This design comes from an exercise in tuning for small area on the open sky130 flow, not from production work. Power and IR drop assume default switching activity.

Setup of 10-06:
## ALU
module ALU #(parameter w = 8) (
    clk, rst, CE, IN_valid, MODE, CMD, OPA, OPB, Cin,
    ERR, RES, OF, COUT, G, L, E);
Size in the first run: about 50 I/O pins, ~6400 µm² of cells after synthesis.
Settings: LEC_CHECK=0, CAP_MARGIN=20, CORE_MARGIN=2, CORE_UTILIZATION=60, CTS_BUF_LIST=sky130_fd_sc_hd__clkbuf_4 sky130_fd_sc_hd__clkbuf_8, SLEW_MARGIN=20, SYNTH_HIERARCHICAL=1; clock period 6.0 ns.
run.sh (not shown) runs the stock make flow with config.mk's settings and CLKGATE_MAP_FILE= SYNTH_SCRIPT=/design/flow/synth_recipe.tcl, a recipe that flattens the netlist after the stock synthesis.
Input changes introduced in 04-22 (baseline for comparison: 10-06):
--- a/flow/design.v
+++ b/flow/design.v
@@ -442,37 +442,32 @@
         lo[i] = (lo_en & P[i]) | (hi_en & P[i+8]) | tt[{A[i], B[i]}];
 wire r8 = (en8 & P[8]) ^ k8;
 wire [16:0] R = {U | inv16, {7{U}}, r8, lo};
 wire cout_n = arith & ~s[3] & ~s[2] & P[8];
 wire of_n = arith & ((s[3] & ~s[0] & ~P[8]) |
                      (s[2] & (A[7] == B[7]) & (P[7] != A[7])));
 wire cmp = arith & s[2];
 wire e_n = cmp & s[1] & s[0];
 wire l_n = cmp & ~s[1] & s[0];
 wire g_n = cmp & s[1] & ~s[0];
 wire err_n = (lgc & (s == 4'b0000)) | (aq2 & s[3]);
 reg [16:0] RES_m;
-reg m_ok;
-always @(posedge clk) begin
-    if (CE & mulop)
-        RES_m <= P;
-end
 always @(posedge clk or posedge rst) begin
     if (rst) begin
-        RES <= 0; m_ok <= 0;
+        RES <= 0; RES_m <= 0;
         COUT <= 0; OF <= 0; G <= 0; L <= 0; E <= 0; ERR <= 0;
     end else if (CE) begin
         if (mulop) begin
-            RES <= m_ok ? RES_m : 17'd0;
-            m_ok <= 1'b1;
+            RES_m <= P;
+            RES <= RES_m;
         end else
             RES <= R;
         COUT <= cout_n;
         OF <= of_n;
         G <= g_n;
         L <= l_n;
         E <= e_n;
         ERR <= err_n;
     end
 end
 endmodule
 module alu_fa (a, b, c, s, co);
--- outcome ---
The critical path depth in 04-22 was higher than what 10-06 gave.
When 04-22 is measured against 10-06, its area of the die turns out about 0.9% lower.
04-22 vs 10-06, cell area went down by 0.52%.
| floorplan core area | 04-22 vs 10-06 | better |
04-22 ends up with a wire length of the first global-routing pass that is about 2.8% higher than in 10-06.
Comparing number of placed instances with taps included for 04-22 and 10-06, the bigger number came from 04-22.
04-22: number of clock buffers in the layout 2 above 10-06
The lower synthesized-area fraction occupied by ao, oa, aoi and oai cells of 04-22 and 10-06 is in 04-22.
Routability-driven placement congestion ratio, 04-22 and 10-06: smaller value in 10-06
Route | 04-22 vs 10-06 | wire longer in 04-22
Function was not checked in any run of this note: the RTL went through the layout flow alone.

---

Setup of rev 12:
Another version of the RTL of ALU (not shown whole).
Size in the first run: ~670 cells after synthesis, ~62 flip-flops, roughly 0.0055 mm² of cells after synthesis.
## ALU
module ALU #(parameter w = 8) (
    clk, rst, CE, IN_valid, MODE, CMD, OPA, OPB, Cin,
    ERR, RES, OF, COUT, G, L, E);
clock: 6.0 ns
lec_check: 0
cap_margin: 20
core_margin: 2
core_utilization: 60
cts_buf_list: sky130_fd_sc_hd__clkbuf_4 sky130_fd_sc_hd__clkbuf_8
slew_margin: 20
synth_hierarchical: 1
standard.sh (not shown) runs the stock make flow with config.mk's settings and CLKGATE_MAP_FILE= SYNTH_SCRIPT=/design/flow/synth_recipe.tcl, a recipe that flattens the netlist after the stock synthesis.
==> flow/flow/run.sh <==
#!/bin/bash
# Layout flow: the standard layout (standard.sh: ORFS from synthesis to
# finish) with these changes:
#  - synthesis maps the logic with an area-oriented ABC script (deepsyn, then
#    area mapping) instead of ORFS's delay-oriented one. Only the final abc
#    call of ORFS's synthesis is changed: its -script argument is replaced.
#    Everything else, registers included, is the standard synthesis
#    (synth_recipe.tcl).
#  - the buffers that the flow puts on every input and output port are buf_1
#    cells, not the resizer's default choice;
#  - clock tree synthesis adds no dummy loads to balance the tree.
# The full output of the run goes to standard.log in this folder; ORFS keeps
# each step's own log under orfs/logs/.
set -euo pipefail
W=$(pwd)
printf '%s\n' '&get -n' '&st' '&deepsyn -T 10' '&put' 'dch' 'map -a' 'topo' 'stime -c' > "$W/abc_area_deep.script"
cat > "$W/own_synth.tcl" <<EOT
proc abc {args} {
  set i [lsearch -exact \$args -script]
  if {\$i >= 0} { lset args [expr {\$i + 1}] {$W/abc_area_deep.script} }
  yosys abc {*}\$args
}
source {$W/synth_recipe.tcl}
EOT
bash standard.sh \
  "SYNTH_SCRIPT=$W/own_synth.tcl" \
  "BUFFER_PORTS_ARGS=-buffer_cell sky130_fd_sc_hd__buf_1" \
  "CTS_ARGS=-sink_clustering_enable -repair_clock_nets -buf_list {sky130_fd_sc_hd__clkbuf_4 sky130_fd_sc_hd__clkbuf_8} -dont_use_dummy_load" \
  finish > standard.log 2>&1
Input-level comparison between rev 13 and rev 12:
--- a/flow/design.v
+++ b/flow/design.v
@@ -1,30 +1,30 @@
 module ALU #(parameter w = 8) (
     clk, rst, CE, IN_valid, MODE, CMD, OPA, OPB, Cin,
     ERR, RES, OF, COUT, G, L, E);
     input clk;
     input rst;
     input CE;
     input [1:0] IN_valid;
     input MODE;
     input [3:0] CMD;
     input [7:0] OPA;
     input [7:0] OPB;
     input Cin;
-    output ERR;
+    output reg ERR;
     output reg OF;
-    output COUT;
-    output G;
-    output L;
-    output E;
+    output reg COUT;
+    output reg G;
+    output reg L;
+    output reg E;
     output reg [16:0] RES;
 wire sgn_in = (CMD[3:2] == 2'b11) | (CMD[1:0] == 2'b11);   
 wire [7:0] ca = {OPA[7] ^ sgn_in, OPA[6:0]};
 wire [7:0] cb = {OPB[7] ^ sgn_in, OPB[6:0]};
 wire [1:0] cmp_code = (ca == cb) ? 2'b11 : (ca < cb) ? 2'b01 : 2'b10;
 wire [2:0] rot_amt = CMD[0] ? (3'd0 - OPB[2:0]) : OPB[2:0];
 wire [7:0] rot_hot = 8'd1 << rot_amt;
 reg need_a, need_b, bad;
 reg rows_i, aq1_i, aq2_i, ci_i;
 reg [3:0] s_i;
 reg sela, selb, invb, rot;
 reg [7:0] ka, kb;
@@ -462,46 +462,45 @@
 integer i;
 always @(*)
     for (i = 0; i < 8; i = i + 1)
         lo[i] = (lo_en & P[i]) | (hi_en & P[i+8]) |
                 (tt[3] & A[i] & B[i]) | (tt[2] & A[i] & ~B[i]) |
                 (tt[1] & ~A[i] & B[i]) | (tt[0] & ~A[i] & ~B[i]);
 wire r8 = (en8 & P[8]) ^ k8;
 wire [16:0] R = {U | inv16, {7{U}}, r8, lo};
 wire cout_n = arith & ~s[3] & ~s[2] & P[8];
 wire of_n = arith & ((s[3] & ~s[0] & ~P[8]) |
                      (s[2] & (A[7] == B[7]) & (P[7] != A[7])));
 wire cmp = arith & s[2];
+wire e_n = cmp & s[1] & s[0];
+wire l_n = cmp & ~s[1] & s[0];
+wire g_n = cmp & s[1] & ~s[0];
 wire err_n = (lgc & (s == 4'b0000)) | (m2 & s[3]);
-reg fx;
-reg [1:0] fy;
-assign E = fx & fy[1] & fy[0];
-assign L = fx & ~fy[1] & fy[0];
-assign G = fx & fy[1] & ~fy[0];
-assign COUT = ~fx & fy[1];
-assign ERR = ~fx & fy[0];
 reg [16:0] RES_m;
 always @(posedge clk or posedge rst) begin
     if (rst) begin
         RES <= 0; RES_m <= 0;
-        OF <= 0; fx <= 0; fy <= 2'b00;
+        COUT <= 0; OF <= 0; G <= 0; L <= 0; E <= 0; ERR <= 0;
     end else if (CE) begin
         if (mulop) begin
             RES_m <= m2 ? {P[15:0], 1'b0} : P;
             RES <= RES_m;
         end else
             RES <= R;
+        COUT <= cout_n;
         OF <= of_n;
-        fx <= cmp;
-        fy <= cmp ? s[1:0] : {cout_n, err_n};
+        G <= g_n;
+        L <= l_n;
+        E <= e_n;
+        ERR <= err_n;
     end
 end
 endmodule
 module alu_fa (a, b, c, s, co);
     input a, b, c;
     output s, co;
     assign s = a ^ b ^ c;
     assign co = (a & b) | (a & c) | (b & c);
 endmodule
 module alu_ha (a, b, s, co);
     input a, b;
     output s, co;
Notes after the runs:
Going from rev 12 to rev 13, setup slack shrinks by 0.12 ns. The estimated power of rev 13 ends up lower than the estimate for rev 12. From rev 12 to rev 13 the numbers moved as follows: post-route cell area climbed about 1.3%; overall track demand over capacity in global routing dropped 1.7 points. Clock-pin slew on the worst setup and hold paths was higher in the run labelled rev 12. Changes observed in rev 13 relative to rev 12: final sequential cell count shows an increase of about 3.2%, area overhead of the layout relative to synthesis held steady, first-pass GRT wire length lower. Rev 13 ended up with a lower transition time of the tightest slew-check pin than rev 12 did. Core util | rev 13 vs rev 12 | rev 13 higher. Route | rev 13 vs rev 12 | wire shorter in rev 13.
No run of this note included a check of the RTL's function; only the layout flow was run.

-- what the ideal ports hide --
In the flow no input, the clock included, has a driving cell. The finished layouts below were timed again as built, in two steps.
Step 1 assumes that a clkbuf_16 drives the clock port and a buf_2 every other input.
Step 2 adds t to the input delays and takes it off the output delays; t is the mean of the earliest and latest rising clock arrival at the registers after step 1. Input paths then give back, and output paths get back, about the clock's delay inside the block.
Slacks: no drivers / after step 1 / after step 2; pairs: no drivers / after step 1.
run | shift t [ns] | setup WS [ns] | clock arrival spread, ns
10-06 | 0.376 | 0.334 / 0.334 / 0.334 | 0.014 / 0.014
04-22 | 0.379 | 0.266 / 0.266 / 0.266 | 0.014 / 0.014
rev 12 | 0.366 | 0.493 / 0.493 / 0.493 | 0.032 / 0.032
rev 13 | 0.366 | 0.370 / 0.370 / 0.370 | 0.027 / 0.028
After both steps every run listed still meets setup and hold.
